Background: an optimization exercise with open tools, aiming at small area and a short achievable clock period. Do not read the settings as production practice.
Function was checked by simulation only, so behaviour that the tests miss may differ from the original.
Power figures rest on the tool's default switching activity, not on a simulated workload.

==> flow/design.v <==
package cep_define;
typedef enum logic [11:0] {
    CSR_PMPCFG0   = 12'h3A0,
    CSR_PMPCFG1   = 12'h3A1,
    CSR_PMPCFG2   = 12'h3A2,
    CSR_PMPCFG3   = 12'h3A3,
    CSR_PMPADDR0  = 12'h3B0,
    CSR_PMPADDR1  = 12'h3B1,
    CSR_PMPADDR2  = 12'h3B2,
    CSR_PMPADDR3  = 12'h3B3,
    CSR_PMPADDR4  = 12'h3B4,
    CSR_PMPADDR5  = 12'h3B5,
    CSR_PMPADDR6  = 12'h3B6,
    CSR_PMPADDR7  = 12'h3B7,
    CSR_PMPADDR8  = 12'h3B8,
    CSR_PMPADDR9  = 12'h3B9,
    CSR_PMPADDR10 = 12'h3BA,
    CSR_PMPADDR11 = 12'h3BB,
    CSR_PMPADDR12 = 12'h3BC,
    CSR_PMPADDR13 = 12'h3BD,
    CSR_PMPADDR14 = 12'h3BE,
    CSR_PMPADDR15 = 12'h3BF
} pmp_csr_e;
typedef enum logic[1:0] { 
    OFF,
    TOR,
    NA4,
    NAPOT
 } mode;
typedef struct packed {
    logic        L;       
    logic [1:0]  reserved;  
    mode         A;       
    logic        X;       
    logic        W;       
    logic        R;       
} pmpcfg;
typedef enum logic[1:0] { 
   READ,
   WRITE,
   EXECUTE,
   NOTHING
} operations;
endpackage
module lt32 (
    input  logic [31:0] x, y,
    output logic        lt
);
    logic [31:0] g, p;
    logic [15:0] g1, p1;
    logic [7:0]  g2, p2;
    logic [3:0]  g3, p3;
    logic [1:0]  g4, p4;
    always_comb begin
        g = y & ~x;
        p = y | ~x;
        for (int b = 0; b < 16; b++) begin
            g1[b] = g[2*b+1] | (p[2*b+1] & g[2*b]);
            p1[b] = p[2*b+1] & p[2*b];
        end
        for (int b = 0; b < 8; b++) begin
            g2[b] = g1[2*b+1] | (p1[2*b+1] & g1[2*b]);
            p2[b] = p1[2*b+1] & p1[2*b];
        end
        for (int b = 0; b < 4; b++) begin
            g3[b] = g2[2*b+1] | (p2[2*b+1] & g2[2*b]);
            p3[b] = p2[2*b+1] & p2[2*b];
        end
        for (int b = 0; b < 2; b++) begin
            g4[b] = g3[2*b+1] | (p3[2*b+1] & g3[2*b]);
            p4[b] = p3[2*b+1] & p3[2*b];
        end
        lt = g4[1] | (p4[1] & g4[0]);
    end
endmodule
module pre_and32 (
    input  logic [31:0] x,
    output logic [32:0] pre
);
    logic [7:0] blk;
    logic [8:0] bp;
    assign bp[0] = 1'b1;
    for (genvar m = 0; m < 8; m++) begin : g_blk
        assign blk[m]  = &x[4*m +: 4];
        assign bp[m+1] = bp[m] & blk[m];
        assign pre[4*m]     = bp[m];
        assign pre[4*m + 1] = bp[m] & x[4*m];
        assign pre[4*m + 2] = bp[m] & x[4*m] & x[4*m+1];
        assign pre[4*m + 3] = bp[m] & x[4*m] & x[4*m+1] & x[4*m+2];
    end
    assign pre[32] = bp[8];
endmodule
module pre_and32_fast (
    input  logic [31:0] x,
    output logic [32:0] pre
);
    logic [31:0] l [0:5];
    always_comb begin
        l[0] = x;
        for (int k = 0; k < 5; k++)
            for (int b = 0; b < 32; b++)
                if ((b >> k) & 1)
                    l[k+1][b] = l[k][b] & l[k][((b >> k) << k) - 1];
                else
                    l[k+1][b] = l[k][b];
        pre[0] = 1'b1;
        for (int b = 0; b < 32; b++)
            pre[b+1] = l[5][b];
    end
endmodule
module entry_cmp (
    input  logic [31:0] addr, e,
    input  logic [31:0] lob,         
    input  logic [31:0] u,           
    output logic        lower, below
);
    logic lt_lo;
    lt32 c_lo (.x(addr), .y(lob), .lt(lt_lo));
    lt32 c_hi (.x(e),    .y(u),   .lt(below));
    assign lower = ~lt_lo;
endmodule
module entry_reg (
    input  logic [31:0] a,
    input  logic [1:0]  mode,
    output logic [31:0] lob, u,
    output logic        valid,       
    output logic        up_all       
);
    logic [32:0] pre, pres;
    logic [31:0] as, ms, v2;
    logic        tor, na4, napot, inc, big, base_zero, cout;
    assign tor   = (mode == 2'd1);
    assign na4   = (mode == 2'd2);
    assign napot = (mode == 2'd3);
    assign inc   = na4 | napot;
    pre_and32 u_pre (.x(a), .pre);
    assign ms[0] = 1'b1;
    assign ms[1] = 1'b1;
    for (genvar b = 2; b < 32; b++) begin : g_ms
        assign ms[b] = napot & pre[b-2];
    end
    assign as = a | ms;
    pre_and32 u_pres (.x(as), .pre(pres));
    for (genvar b = 0; b < 32; b++) begin : g_u
        assign u[b] = lob[b] ^ (inc & ~ms[b] & pres[b]);
    end
    assign cout = inc & pres[32];
    assign v2[0] = a[0] & ~napot;
    assign v2[1] = a[1] & (~napot | ~pre[1]);
    for (genvar b = 2; b < 32; b++) begin : g_v2
        assign v2[b] = a[b] & napot & pre[b-2] & ~pre[b];
    end
    assign big       = napot & pre[29];             
    assign base_zero = ~(a[31] & ~pre[31]) & ~(a[30] & ~pre[30]);
    assign valid     = tor | (big ? base_zero : ~(cout & (|v2)));
    assign up_all    = big | cout;
    for (genvar b = 0; b < 32; b++) begin : g_lob
        assign lob[b] = a[b] & ~(napot & valid & pre[b]);
    end
endmodule
module pmp_match (
    input  logic [511:0] pmpaddr,      
    input  logic [127:0] pmpcfg,       
    input  logic [31:0]  addr,
    input  logic [1:0]   size, oper, priv_mode,
    output logic [1:0]   permission
);
    logic [31:0] e;
    logic        wrap;
    pmp_end u_end (.addr, .size, .e, .wrap);
    logic [15:0] match, grant, lower, below, valid, up_all;
    genvar i;
    generate
        for (i = 0; i < 16; i++) begin : g_entry
            logic [31:0] lob, u;
            logic [7:0]  cfg;
            logic        tor, lsel;
            assign cfg = pmpcfg[8*i +: 8];
            entry_reg u_reg (.a(pmpaddr[32*i +: 32]), .mode(cfg[4:3]), .lob, .u,
                             .valid(valid[i]), .up_all(up_all[i]));
            entry_cmp u_cmp (.addr, .e, .lob, .u, .lower(lower[i]), .below(below[i]));
            assign tor = (cfg[4:3] == 2'd1);
            if (i == 0) begin : g_l0
                assign lsel = tor | lower[0];
            end else begin : g_ln
                assign lsel = tor ? lower[i-1] : lower[i];
            end
            assign match[i] = (cfg[4:3] != 2'd0) && !wrap && valid[i] && lsel &&
                              (up_all[i] || below[i]);
            assign grant[i] = ((priv_mode == 2'b00) && !cfg[7]) ||
                              (oper == 2'd0 && cfg[0]) ||
                              (oper == 2'd1 && cfg[1]) ||
                              (oper == 2'd2 && cfg[2]);
        end
    endgenerate
    logic [15:0] m1, g1;
    logic [7:0]  m2, g2;
    logic [3:0]  m3, g3;
    logic [1:0]  m4, g4;
    always_comb begin
        for (int k = 0; k < 16; k++) begin
            m1[k] = match[k];
            g1[k] = grant[k];
        end
        for (int k = 0; k < 8; k++) begin
            m2[k] = m1[2*k] | m1[2*k+1];
            g2[k] = m1[2*k] ? g1[2*k] : g1[2*k+1];
        end
        for (int k = 0; k < 4; k++) begin
            m3[k] = m2[2*k] | m2[2*k+1];
            g3[k] = m2[2*k] ? g2[2*k] : g2[2*k+1];
        end
        for (int k = 0; k < 2; k++) begin
            m4[k] = m3[2*k] | m3[2*k+1];
            g4[k] = m3[2*k] ? g3[2*k] : g3[2*k+1];
        end
    end
    logic granted;
    assign granted    = m4[0] ? g4[0] : (m4[1] ? g4[1] : 1'b1);
    assign permission = granted ? 2'b11 : oper;
endmodule
module pmp_end (
    input  logic [31:0] addr,
    input  logic [1:0]  size,
    output logic [31:0] e,
    output logic        wrap
);
    logic [32:0] pre;          
    logic        c2;           
    pre_and32_fast u_pre (.x({2'b11, addr[31:2]}), .pre);
    assign e[0] = addr[0] ^ size[0];
    assign e[1] = addr[1] ^ size[1] ^ (addr[0] & size[0]);
    assign c2   = (addr[1] & size[1]) | ((addr[1] | size[1]) & addr[0] & size[0]);
    for (genvar b = 2; b < 32; b++) begin : g_e
        assign e[b] = addr[b] ^ (c2 & pre[b-2]);
    end
    assign wrap = c2 & pre[30];
endmodule
module pmp (
    input  logic                 clock, reset, wr_en,
    input  logic          [1:0]  oper, size, priv_mode,
    input  logic unsigned [31:0] addr, rw_addr,
    input  logic          [31:0] wdata,
    output logic          [31:0] rdata,
    output logic          [1:0]  permission
);
    logic [3:0][31:0]  pmpcfg;
    logic [15:0][31:0] pmpaddr;
    logic        csr_hi, is_cfg, is_addr, m0, wr_ok, rd_ok;
    logic [31:0] wd;
    assign csr_hi  = (rw_addr[31:6] == 26'hE);                                
    assign is_addr = csr_hi && (rw_addr[5:4] == 2'b11);                       
    assign is_cfg  = csr_hi && (rw_addr[5:4] == 2'b10) && (rw_addr[3:2] == 2'b00);  
    assign m0      = (priv_mode == 2'b00);
    assign wr_ok   = wr_en && m0;
    assign rd_ok   = !wr_en && m0;
    assign wd      = reset ? 32'b0 : wdata;
    always_ff @(posedge clock) begin
        for (int k = 0; k < 4; k++)
            if (reset || (wr_ok && is_cfg && rw_addr[1:0] == k &&
                          !(pmpcfg[k][7] || pmpcfg[k][15] || pmpcfg[k][23] || pmpcfg[k][31])))
                pmpcfg[k] <= wd;
        for (int k = 0; k < 16; k++)
            if (reset || (wr_ok && is_addr && rw_addr[3:0] == k && !pmpcfg[k/4][8*(k%4)+7]))
                pmpaddr[k] <= wd;
    end
    logic [31:0] ra, rc;
    assign ra    = pmpaddr[rw_addr[3:0]];
    assign rc    = pmpcfg[rw_addr[1:0]];
    assign rdata = (rd_ok && is_addr) ? ra : (rd_ok && is_cfg) ? rc : 32'b0;
    pmp_match u_match (.pmpaddr(pmpaddr), .pmpcfg(pmpcfg), .addr, .size, .oper, .priv_mode,
                       .permission);
endmodule
==> flow/flow/run.sh <==
#!/bin/bash
# Own flow: the standard layout (standard.sh), with one change to synthesis:
# ABC maps for area ("map -a", keeping the balanced structure the RTL describes) instead of
# the delay script, and adders are left to ABC instead of being extracted into
# half/full-adder cells. Everything else (floorplan, power grid, placement,
# CTS, routing) is the standard flow, with repair_timing asked for more slack.
set -euo pipefail
W=$PWD
S=$W/scripts_area
rm -rf "$S"
cp -r "$FLOW_HOME/scripts" "$S"
cp "$W/flow/abc_area_map.script" "$S/abc_speed.script"
sed -i 's/^  extract_fa {\*}\[dont_use_extract_fa_args\]$/  # extract_fa skipped by this flow/' "$S/synth.tcl"
grep -q "extract_fa skipped by this flow" "$S/synth.tcl"
# repair_timing aims for 6 ns of setup slack (the 18 ns clock and the SDC are unchanged);
# every port still gets its own buffer, a buf_2 instead of the default delay buffer
bash standard.sh finish SCRIPTS_DIR="$S" SETUP_SLACK_MARGIN=6 \
    BUFFER_PORTS_ARGS="-buffer_cell sky130_fd_sc_hd__buf_2" > "$W/standard_flow.log" 2>&1
==> flow/flow/abc_area_map.script <==
strash
map -a
topo
==> flow/standard.sh <==
#!/bin/bash
# synth_recipe.tcl (not shown) runs the flow's synth.tcl, then flattens the netlist and writes it again
# the make line also repeats each setting of config.mk as NAME=value (left out here)
make -C /OpenROAD-flow-scripts/flow DESIGN_CONFIG=/design/flow/config.mk WORK_HOME=/design/flow/orfs CLKGATE_MAP_FILE= SYNTH_SCRIPT=/design/flow/synth_recipe.tcl "${@:-finish}"
==> flow/config.mk <==
export PLATFORM = sky130hd
export DESIGN_NAME = pmp
export DESIGN_NICKNAME = pmp
export VERILOG_FILES = /design/flow/design.v
export SDC_FILE = /design/flow/constraint.sdc
export NUM_CORES = 4
export LEC_CHECK = 0
export CAP_MARGIN = 40
export CORE_MARGIN = 2
export CORE_UTILIZATION = 40
export PLACE_DENSITY = 0.55
export SLEW_MARGIN = 40
==> flow/constraint.sdc <==
create_clock -name core_clock -period 18.0 [get_ports {clock}]
set_input_delay 3.6000 -clock core_clock [delete_from_list [all_inputs] [get_ports {clock}]]
set_output_delay 3.6000 -clock core_clock [all_outputs]
set_load 0.01 [all_outputs]
==> results of run 1 <==
## power by group through the flow
stage | clock network, mW | logic, mW | registers (mW)
floorplan | 0 | 0.956 | 1.89
global placement | 0 | 1.84 | 1.93
detailed placement | 0 | 1.86 | 1.93
CTS | 1.85 | 1.95 | 1.90
global route | 1.90 | 2.26 | 1.91
finish | 1.85 | 2.24 | 1.91
## final timing paths
| check | to | slack [ps] |
|---|---|---|
| setup reg to reg | pmpcfg[1]$_DFFE_PP_ | 15270 |
| hold / removal | pmpcfg[120]$_DFFE_PP_ | 840 |
| hold reg to reg | pmpcfg[120]$_DFFE_PP_ | 840 |
| setup / recovery | permission[0] | 5830 |
## metrics by stage
stage | instances | hold slack (ps) | setup slack [ps] | power [mW] | utilization
floorplan | 9731 | 1348 | 6032 | 2.843 | -
global placement | 12309 | 859.4 | 3519 | 3.775 | 0.4404
detailed placement | 12322 | 847.3 | 3459 | 3.788 | 0.4422
CTS | 12575 | 837.0 | 5998 | 5.695 | 0.4751
global route | 12781 | 846.4 | 5800 | 6.066 | 0.5041
finish | 12886 | 835.9 | 5829 | 6.002 | 0.5056
## critical path, cell delays in order
cell	delay (ps)
buf_2	70
buf_4	510
clkinv_2	450
nor3_1	310
nand2_1	100
nor2_2	220
xor2_4	310
buf_12	310
a31oi_2	130
o221ai_1	210
nand2_1	80
o211ai_1	120
a221oi_2	130
o2111ai_1	110
nand4_1	530
nand2_1	320
clkinv_1	120
nand4_1	150
nand3_4	190
a21oi_4	290
nand2_1	80
buf_2	140
## flip-flops by register name (all words and copies together), names as in the netlist
| name | cells |
|---|---|
| pmpcfg | 128 |
| pmpaddr | 512 |
## cell usage in the layout (no fill, tap or decap), drive strengths merged, types with 89 or more instances in the layout
master	synthesis	routed
clkbuf	0	105
xor2	284	284
nor4	336	336
o2111ai	172	172
mux2i	237	237
a221oi	106	106
edfxtp	640	640
a21oi	913	913
o211ai	167	167
nor3	228	228
nand2	1499	1500
xnor2	226	226
nand3	461	461
o221ai	89	89
a2111oi	105	105
clkinv	1320	1241
nor2	1101	1102
o21ai	929	929
diode	0	131
nand4	383	383
buf	0	643
inv	0	110
## per-layer routing
metal / vias to the layer above / wire (um) / track usage
li1: 37848 / - / -
met1: 43064 / 164000 / 0.6379
met2: 9187 / 179800 / 0.6853
met3: 2259 / 79840 / 0.2121
met4: 34 / 49110 / 0.4360
met5: - / 421 / 0
## logic make-up (layout without fill, tap and decap cells)
| logic type | after synthesis | count (layout) | share of synthesized area |
|---|---|---|---|
| AOI/OAI and AO/OA | 2936 | 2936 | 0.2681 |
| DFF | 640 | 640 | 0.2852 |
| buffers and inverters | 1320 | 2138 | 0.07354 |
| adders and majority gates | 8 | 8 | 0.001189 |
| muxes | 237 | 237 | 0.03521 |
| other | 0 | 131 | 0 |
| and+or+nand+nor | 4080 | 4082 | 0.2704 |
| xor gates and xnor gates | 510 | 510 | 0.06630 |
## timing repair
action	4_1_cts	5_1_grt
gates cloned	4	12
endpoints found under the setup margin	2	2
pin swaps	58	147
setup buffers	93	167
resized for setup	480	895
## final cells by class
cell class	count	area, um2
Clock inverter	59	720.7
Multi-Input combinational cell	7773	48550
Timing Repair inverter	10	90.09
Timing Repair Buffer	652	5415
Sequential cell	640	19220
Fill cell	16432	82670
Tap cell	2204	2758
Inverter	1320	5320
Clock buffer	97	2151
Antenna cell	131	327.8
==> impl_metrics.env, run 1 <==
export IMPL_outcome="finished clean"
export IMPL_worst_slew_pin_slew_ps=1120
export IMPL_grt_overflow=0
export IMPL_initial_core_util=0.4029
export IMPL_avgViaCountPerCell=7.170
export IMPL_setup_viol=0
export IMPL_finalHoldViolCount=0
export IMPL_synth_seq_area_share=0.2852
export IMPL_arrival_ps=8570
export IMPL_critical_path_class="primary input to output port"
export IMPL_switching_share=0.4387
export IMPL_cts_buffer_depth=3
export IMPL_dieArea_um2=171700
export IMPL_placed_cell_area_um2=73940
export IMPL_synth_top_cell_by_area="edfxtp_1"
export IMPL_end_kind="output port"
export IMPL_postRouteWirelength_um=473100
export IMPL_worstPathRequired_ps=14400
export IMPL_yosys_cell_types_count=41
export IMPL_routabilityCongestion=1.099
export IMPL_dieWidth_um=414.4
export IMPL_h_tree_depth=3
export IMPL_grt_total_usage=0.5149
export IMPL_route_detailed_drc=0
export IMPL_synth_common_cells="1499 x nand2_1, 1320 x clkinv_1, 1101 x nor2_1"
export IMPL_dp_hpwl_um=332200
export IMPL_synth_top_area_share=0.2852
export IMPL_max_slew_margin_rel=0.2454
export IMPL_fin_skew_ps=52.02
export IMPL_fin_crit_sh=0.6762
export IMPL_power_leakage_nw=27.32
export IMPL_hold_path_class="register to register"
export IMPL_synth_most_common_cell="nand2_1"
export IMPL_grt_first_pass_wirelength_um=620900
export IMPL_netlist_area_um2=67370
export IMPL_synth_avg_cell_area_um2=6.924
export IMPL_ys_warn_count=5
export IMPL_power_switching_mw=2.633
export IMPL_syn_inst=9731
export IMPL_grt_max_degree=111
export IMPL_fmax_mhz=82.16
export IMPL_p_seq_frac=0.318
export IMPL_cts_root_buf="clkbuf_16"
export IMPL_rsz0062_at_grt="no"
export IMPL_fp_row_count=150
export IMPL_hold_depth=1
export IMPL_dr_pass1_iters=12
export IMPL_cp_start_kind="primary input"
export IMPL_power_share_clock=0.309
export IMPL_p_int_mw=3.369
export IMPL_yosys_most_used_dff="edfxtp_1"
export IMPL_design_area_um2=84550
export IMPL_setup_tns_ps=0
export IMPL_design_core_area_um2=167200
export IMPL_ys_top_cells_by_area="edfxtp_1 29%, nand2_1 8.4%, clkinv_1 7.4%"
export IMPL_period_minus_slack_ps=12170
export IMPL_startpoint="addr[14]"
export IMPL_powerDensity_nw_per_um2=70.99
export IMPL_antenna_left=0
export IMPL_drive_above_1_share=0.1775
export IMPL_layout_nets=10586
export IMPL_numCtsBuffers=84
export IMPL_drv_slew=0
export IMPL_vias=92392
export IMPL_cts_tree="built"
export IMPL_clk_latency_ps=800
export IMPL_io_buffers=138
export IMPL_ir_drop_mv=0.08828
export IMPL_cts_hold_buffers=0
export IMPL_min_from="pmpcfg[127]$_DFFE_PP_"
export IMPL_ys_seq_elements=640
export IMPL_reg2reg_depth=3
export IMPL_synthToLayoutAreaGrowth_pct=25.50
export IMPL_grt_pass1_vias=78405
export IMPL_routedWlPerCell_um=36.72
export IMPL_syn_nets=9836
export IMPL_r2r_start="pmpcfg[23]$_DFFE_PP_"
export IMPL_max_cap_violations=0
export IMPL_ioPinCount=139
export IMPL_async_flop_share=0
export IMPL_p_comb_frac=0.374
export IMPL_die_y_um=414.4
export IMPL_path_clk_slew_ps=60
export IMPL_synth_edf_count=640
export IMPL_crit_fanout=19
export IMPL_antenna_found_initial=79
export IMPL_drt_iter0_drc=18569
export IMPL_cts_sinks=640
==> inputs of run 2 (changes only) <==
--- a/flow/flow/run.sh
+++ b/flow/flow/run.sh
@@ -1,6 +1,6 @@
 #!/bin/bash
 # Own flow: the standard layout (standard.sh), with one change to synthesis:
-# ABC maps for area ("map -a", keeping the balanced structure the RTL describes) instead of
+# ABC maps for area ("&nf -R 1000", keeping the balanced structure the RTL describes) instead of
 # the delay script, and adders are left to ABC instead of being extracted into
 # half/full-adder cells. Everything else (floorplan, power grid, placement,
 # CTS, routing) is the standard flow, with repair_timing asked for more slack.
==> flow/flow/abc_area_map.script (replaced) <==
strash
&get -n
&nf -R 1000
&put
topo
==> impl_metrics.env, run 2 <==
export IMPL_die_y_um=410.7
export IMPL_hold_path_class="register to register"
export IMPL_cts_hold_buffers=0
export IMPL_reg2reg_to="pmpcfg[36]$_DFFE_PP_"
export IMPL_cp_start_kind="primary input"
export IMPL_fillCellCount=15420
export IMPL_hold_depth=2
export IMPL_dp_hpwl_um=299000
export IMPL_r2r_start="pmpcfg[63]$_DFFE_PP_"
export IMPL_antenna_left=0
export IMPL_cts_sinks=640
export IMPL_grt_first_pass_wirelength_um=556300
export IMPL_syn_inst=8007
export IMPL_reg2reg_depth=3
export IMPL_cts_tree="built"
export IMPL_critical_path_class="primary input to output port"
export IMPL_layout_nets=8968
export IMPL_initial_core_util=0.4019
export IMPL_antenna_found_initial=48
export IMPL_grt_max_degree=65
export IMPL_ir_drop_mv=0.09046
export IMPL_end_kind="output port"
export IMPL_dieArea_um2=168700
export IMPL_grtUsageMet1=0.6152
export IMPL_crit_fanout=12
export IMPL_p_total_mw=5.963
export IMPL_synth_top_area_share=0.2905
export IMPL_grt_pass1_vias=72340
export IMPL_regMostFlops="pmpaddr"
export IMPL_clk_latency_ps=750
export IMPL_async_flop_share=0
export IMPL_max_slew_margin_rel=0.3278
export IMPL_design_core_area_um2=164600
export IMPL_layout_commonest_cell="nand2_1"
export IMPL_cts_root_buf="clkbuf_16"
export IMPL_pre_cts_slack_ps=3096
export IMPL_route_detailed_drc=0
export IMPL_min_from="pmpcfg[127]$_DFFE_PP_"
export IMPL_finalHoldViolCount=0
export IMPL_synth_most_common_cell="nand2_1"
export IMPL_routedWlPerCell_um=37.28
export IMPL_grt_util_met3=0.2158
export IMPL_power_leakage_nw=27.18
export IMPL_ys_top_cells_by_area="edfxtp_1 29%, mux4_2 6.5%, nand2_1 6.3%"
export IMPL_arrival_ps=8590
export IMPL_avgViaCountPerCell=7.492
export IMPL_setup_viol=0
export IMPL_worst_slew_pin_slew_ps=999.0
export IMPL_largest_reg_flops=512
export IMPL_busiest_layer="met1"
export IMPL_syn_nets=8112
export IMPL_synth_common_cells="1106 x nand2_1, 847 x nor2_1, 643 x o21ai_0"
export IMPL_grt_total_usage=0.4621
export IMPL_layout_setup_ws_ps=5811
export IMPL_yosys_cell_types_count=59
export IMPL_vias=83666
export IMPL_fp_row_count=149
export IMPL_cts_buffer_depth=3
export IMPL_ys_seq_elements=640
export IMPL_grt_overflow=0
export IMPL_layout_common_cells="1063 x nand2_1, 770 x nor2_1, 640 x edfxtp_1"
export IMPL_synth_avg_cell_area_um2=8.264
export IMPL_postRouteWirelength_um=416300
export IMPL_synth_seq_area_share=0.2905
export IMPL_drv_slew=0
export IMPL_fin_crit_sh=0.6772
export IMPL_fin_skew_ps=42.34
export IMPL_ioPinCount=139
export IMPL_setup_tns_ps=0
export IMPL_drt_iter0_drc=15490
export IMPL_yosys_most_used_dff="edfxtp_1"
export IMPL_synthToLayoutAreaGrowth_pct=27.79
export IMPL_max_cap_violations=0
export IMPL_drive_above_1_share=0.1992
export IMPL_numCtsBuffers=83
export IMPL_dr_pass1_iters=12
export IMPL_synth_top_cell_by_area="edfxtp_1"
export IMPL_r2r_setup_slack_ps=15570
export IMPL_placed_cell_area_um2=72850
export IMPL_powerDensity_nw_per_um2=70.53
export IMPL_outcome="finished clean"
export IMPL_worstPathRequired_ps=14400
export IMPL_routabilityCongestion=1.078
export IMPL_largestRegisters="pmpaddr x512, pmpcfg x128"
export IMPL_netlist_area_um2=66170
export IMPL_ys_warn_count=5
export IMPL_holdPathEnd="pmpaddr[481]$_DFFE_PP_"
export IMPL_synth_edf_count=640
export IMPL_io_buffers=138
export IMPL_path_clk_slew_ps=70
export IMPL_use_met2=0.6048
export IMPL_rsz0062_at_grt="yes"
export IMPL_fmax_mhz=82.04
export IMPL_dieWidth_um=410.7
export IMPL_h_tree_depth=3
export IMPL_period_minus_slack_ps=12190
export IMPL_design_area_um2=84550
==> run 2: cell count changes after synthesis, sizes merged, moves of 123 or more <==
cell,before,now
nand2,1499,1106
nand3b,9,148
mux4,0,192
a21oi,913,485
nor2,1101,847
o21ai,929,643
o2111ai,172,49
a211o,1,154
and2,12,186
mux2i,237,12
clkinv,1320,82
nor4,336,166
==> run 2: layout make-up <==
class | instances | area [um2] | share of cell area
clock inverters | 64 | 725.7 | 0.008583
inverters | 82 | 387.9 | 0.004587
diodes | 48 | 120.1 | 0.001421
flip-flops and latches | 640 | 19220 | 0.2273
well taps | 2189 | 2739 | 0.03239
repair buffers | 769 | 7462 | 0.08825
clock buffers | 89 | 2121 | 0.02508
multi-input cells | 7287 | 51780 | 0.6124
==> run 2: how the worst max path moves through the flow <==
stage | from | endpoint | slack, ps | cells past startpoint
6_report | size[1] | permission[0] | 5810 | 24
5_1_grt | pmpaddr[64]$_DFFE_PP_ | permission[1] | 5550 | 40
4_1_cts | pmpcfg[75]$_DFFE_PP_ | permission[1] | 6000 | 34
3_5_place_dp | addr[2] | permission[1] | 3100 | 26
3_3_place_gp | addr[2] | permission[0] | 2800 | 24
2_1_floorplan | addr[1] | permission[0] | 6040 | 22
==> run 2: kinds of logic (layout without fill, tap and decap cells) <==
group,count (synthesis),count (layout),share of synthesized area
mux,205,205,0.06734
fa+ha+maj,40,40,0.006051
xor+xnor,526,527,0.06963
flops,640,640,0.2905
simple gates,3855,3856,0.2859
buf+inv,82,1004,0.004652
compound gates,2659,2659,0.2760
other cells,0,48,0
==> run 2: report_power, final <==
part | leakage [nW] | switching (mW) | internal [mW] | total (mW)
registers | 6.17 | 0.236 | 1.78 | 2.02
logic | 19.6 | 1.43 | 0.694 | 2.12
clock network | 1.36 | 0.787 | 1.04 | 1.82
total | 27.2 | 2.45 | 3.51 | 5.96
==> run 2: per-layer routing <==
metal  up-vias  wire, um
met5         -       310
met4        24     30480
met2      7425    156200
met1     40566    154200
li1      34386         -
met3      1265     75210
==> run 2: repair_timing <==
item / CTS / global route
pin swaps: 98 / 154
buffers inserted: 156 / 180
cloned: 10 / 17
gates resized for setup: 743 / 572
endpoints found under the setup margin: 2 / 2
==> run 2: worst max-delay path, stage by stage <==
cell	delay, ps
clkbuf_4	190
or2_4	260
nand3_2	110
buf_12	120
and2_2	280
nor4b_4	80
buf_4	170
xnor2_2	710
buf_6	310
o211ai_1	120
a21boi_0	350
a2111oi_4	110
nor4_4	400
nor4_4	100
o41ai_4	360
buf_4	200
nor3_4	50
buf_4	150
nand2_1	70
o21ai_2	80
a21oi_4	240
o21ai_4	130
or2_0	230
buf_2	140
==> run 2: per-stage QoR <==
stage,util,hold WS [ps],std cells
3_5_place_dp,0.4426,1022,10600
2_1_floorplan,-,1283,8007
6_report,0.5136,1040,11168
3_3_place_gp,0.4398,1017,10582
4_1_cts,0.4882,1044,10919
5_1_grt,0.5130,1080,11129

[what the ideal ports hide]
No port has a modelled driver above. Below, the same layouts with a new extraction and two added sets of constraints.
Step 1 sets driving cells, clkbuf_16 on the clock port and buf_2 on the other inputs (assumed; they add their load-dependent delay and slew).
Step 2 adds t to the input delays and takes it off the output delays; t is the mean of the earliest and latest rising clock arrival at the registers after step 1. Input paths then give back, and output paths get back, about the clock's delay inside the block.
Slacks: ideal ports / drivers / drivers and shift; pairs: ideal ports / drivers.
run	shift t [ns]	slack for setup (ns)	hold WS [ns]	worst setup path at the end	pins driven straight from the clock port
run 1	0.877	5.829 / 5.804 / 5.804	0.836 / 0.836 / 0.836	input to output	1
run 2	0.818	5.811 / 5.627 / 5.627	1.040 / 1.040 / 1.040	input to output	1
After both steps setup and hold are still met in every run listed. The setup slack of run 2, which loses most, moves by -0.184 ns with the drivers and by -0.184 ns with both steps.
